Source: an optimization exercise on an open RTL-to-GDS flow (aim: a short achievable clock period and few clock cycles). Production flows keep margins and buffers that such runs may drop.
Power is estimated from default activity; no workload was simulated.

==> flow/design.v <==
`timescale 1ns / 1ps
module CacheController(
    rst,
    clk,
    wr,
    rd,
    data_rd,
    data_wr,
    addr_req,
    addr_resp,
    rdy,
    busy,
    wr_mem,
    rd_mem,
    busy_mem,
    data_rd_mem,
    data_wr_mem,
    addr_mem,
    cache_miss_count,
    cache_hit_count
    );
    input  rst;
    input  clk;
    input  wr;
    input  rd;
    output [31:0] data_rd;
    reg    [31:0] data_rd;
    input  [31:0] data_wr;
    input  [31:0] addr_req;
    output [31:0] addr_resp;
    reg    [31:0] addr_resp;
    output rdy;
    reg    rdy;
    output busy;
    reg    busy;
    output  wr_mem;
    output  rd_mem;
    input   busy_mem;
    input  [31:0] data_rd_mem;
    output [31:0] data_wr_mem;
    output [31:0] addr_mem;
    output [31:0] cache_miss_count;
    output [31:0] cache_hit_count;
    reg [15:0]  cache_valid;
    reg [23:0]  cache_tag [15:0];
    wire [23:0] addr_tag   = addr_req[31:8];
    wire [3:0]  addr_index = addr_req[7:4];
    wire req = wr | rd;
    assign rd_mem      = rd;
    assign wr_mem      = wr;
    assign addr_mem    = addr_req;
    assign data_wr_mem = data_wr;
    reg [15:0] line_hit;
    integer i;
    always @(*) begin
        for (i = 0; i < 16; i = i + 1)
            line_hit[i] = cache_valid[i] && (cache_tag[i] == addr_tag);
    end
    wire hit = line_hit[addr_index];
    reg [31:0] hit_base, hit_base1, miss_base, miss_base1;
    reg        last_hit, last_miss;
    assign cache_hit_count  = last_hit  ? hit_base1  : hit_base;
    assign cache_miss_count = last_miss ? miss_base1 : miss_base;
    always @(posedge clk or posedge rst) begin
        if (rst) begin
            cache_valid <= 16'h0000;
            rdy         <= 1'b0;
            busy        <= 1'b1;
            last_hit    <= 1'b0;
            last_miss   <= 1'b0;
            hit_base    <= 32'd0;
            hit_base1   <= 32'd1;
            miss_base   <= 32'd0;
            miss_base1  <= 32'd1;
        end else begin
            rdy        <= req;
            busy       <= busy_mem;
            last_hit   <= req && hit;
            last_miss  <= req && !hit;
            hit_base   <= cache_hit_count;
            hit_base1  <= cache_hit_count + 32'd1;
            miss_base  <= cache_miss_count;
            miss_base1 <= cache_miss_count + 32'd1;
            if (req)
                cache_valid[addr_index] <= 1'b1;
        end
    end
    always @(posedge clk) begin
        if (req)
            cache_tag[addr_index] <= addr_tag;
    end
    always @(posedge clk or posedge rst) begin
        if (rst) begin
            addr_resp <= 32'h00000000;
            data_rd   <= 32'h00000000;
        end else begin
            addr_resp <= addr_req;
            data_rd   <= data_rd_mem;
        end
    end
endmodule
export LEC_CHECK = 0
export ABC_CLOCK_PERIOD_IN_PS = 2000
export CAP_MARGIN = 20
export CORE_MARGIN = 2
export CORE_UTILIZATION = 45
export PLACE_DENSITY = 0.6
export SETUP_SLACK_MARGIN = 3.1
export SLEW_MARGIN = 20
create_clock -name core_clock -period 5.5 [get_ports {clk}]
run.sh (not shown) runs the stock make flow with config.mk's settings and CLKGATE_MAP_FILE= SYNTH_SCRIPT=/design/flow/synth_recipe.tcl, a recipe that flattens the netlist after the stock synthesis.
Rerun with:
--- a/flow/design.v
+++ b/flow/design.v
@@ -52,39 +52,31 @@
     assign data_wr_mem = data_wr;
     reg [15:0] line_hit;
     integer i;
     always @(*) begin
         for (i = 0; i < 16; i = i + 1)
-            line_hit[i] = cache_valid[i] && (cache_tag[i] == addr_tag);
+            line_hit[i] = (addr_index == i) && cache_valid[i] && (cache_tag[i] == addr_tag);
     end
-    wire hit = line_hit[addr_index];
-    reg [31:0] hit_base, hit_base1, miss_base, miss_base1;
-    reg        last_hit, last_miss;
-    assign cache_hit_count  = last_hit  ? hit_base1  : hit_base;
-    assign cache_miss_count = last_miss ? miss_base1 : miss_base;
+    wire hit = |line_hit;
+    reg [31:0] cache_hit_count, cache_miss_count;
     always @(posedge clk or posedge rst) begin
         if (rst) begin
-            cache_valid <= 16'h0000;
-            rdy         <= 1'b0;
-            busy        <= 1'b1;
-            last_hit    <= 1'b0;
-            last_miss   <= 1'b0;
-            hit_base    <= 32'd0;
-            hit_base1   <= 32'd1;
-            miss_base   <= 32'd0;
-            miss_base1  <= 32'd1;
+            cache_valid      <= 16'h0000;
+            rdy              <= 1'b0;
+            busy             <= 1'b1;
+            cache_hit_count  <= 32'd0;
+            cache_miss_count <= 32'd0;
         end else begin
-            rdy        <= req;
-            busy       <= busy_mem;
-            last_hit   <= req && hit;
-            last_miss  <= req && !hit;
-            hit_base   <= cache_hit_count;
-            hit_base1  <= cache_hit_count + 32'd1;
-            miss_base  <= cache_miss_count;
-            miss_base1 <= cache_miss_count + 32'd1;
-            if (req)
+            rdy  <= req;
+            busy <= busy_mem;
+            if (req) begin
                 cache_valid[addr_index] <= 1'b1;
+                if (hit)
+                    cache_hit_count <= cache_hit_count + 32'd1;
+                else
+                    cache_miss_count <= cache_miss_count + 32'd1;
+            end
         end
     end
     always @(posedge clk) begin
         if (req)
             cache_tag[addr_index] <= addr_tag;
=> The changed run ran to the end with no violations. Total power fell by about a fifth. Routed wire length came out lower by a few percent. Utilization went down by 0.67 points. Design area went down by roughly a tenth. Cell count came out lower by a little under a tenth. Clock-buffer cell count fell by 10. Clock skew rose by 0.0073 ns. Register-to-register slack gets better by 0.29 ns. Synthesized area fell by a little under a tenth. Global-route usage grows by 1.5 points. Die area decreases by a little under a tenth. Worst setup slack improved by 0.10 ns. Combinational power goes down by a quarter to a third. Synthesized cell count went down by a few percent.
No functional check of the RTL was part of any run of this note.

-- what the ideal ports hide --
In the flow no input, the clock included, has a driving cell. The finished layouts below were timed again as built, in two steps.
Step 1: set_driving_cell puts a clkbuf_16 on clk and a buf_2 on each other input, an assumption about the parent block.
Step 2 also shifts input and output timing later by t, the mid clock arrival at the registers, as if the neighbouring blocks saw the same clock.
a / b / c = no drivers / after step 1 / after step 2; a / b = the first two.
run | t (ns) | setup slack, ns | clock arrival spread, ns | worst register clock-pin slew, ns
the first run | 0.642 | 2.463 / 2.404 / 2.350 | 0.021 / 0.020 | 0.06 / 0.06
the second run | 0.684 | 2.564 / 2.499 / 1.815 | 0.029 / 0.030 | 0.07 / 0.07
After both steps setup and hold are still met in every run listed. For the second run, which loses most, drivers alone change the setup slack by -0.065 ns; drivers and shift together by -0.749 ns.
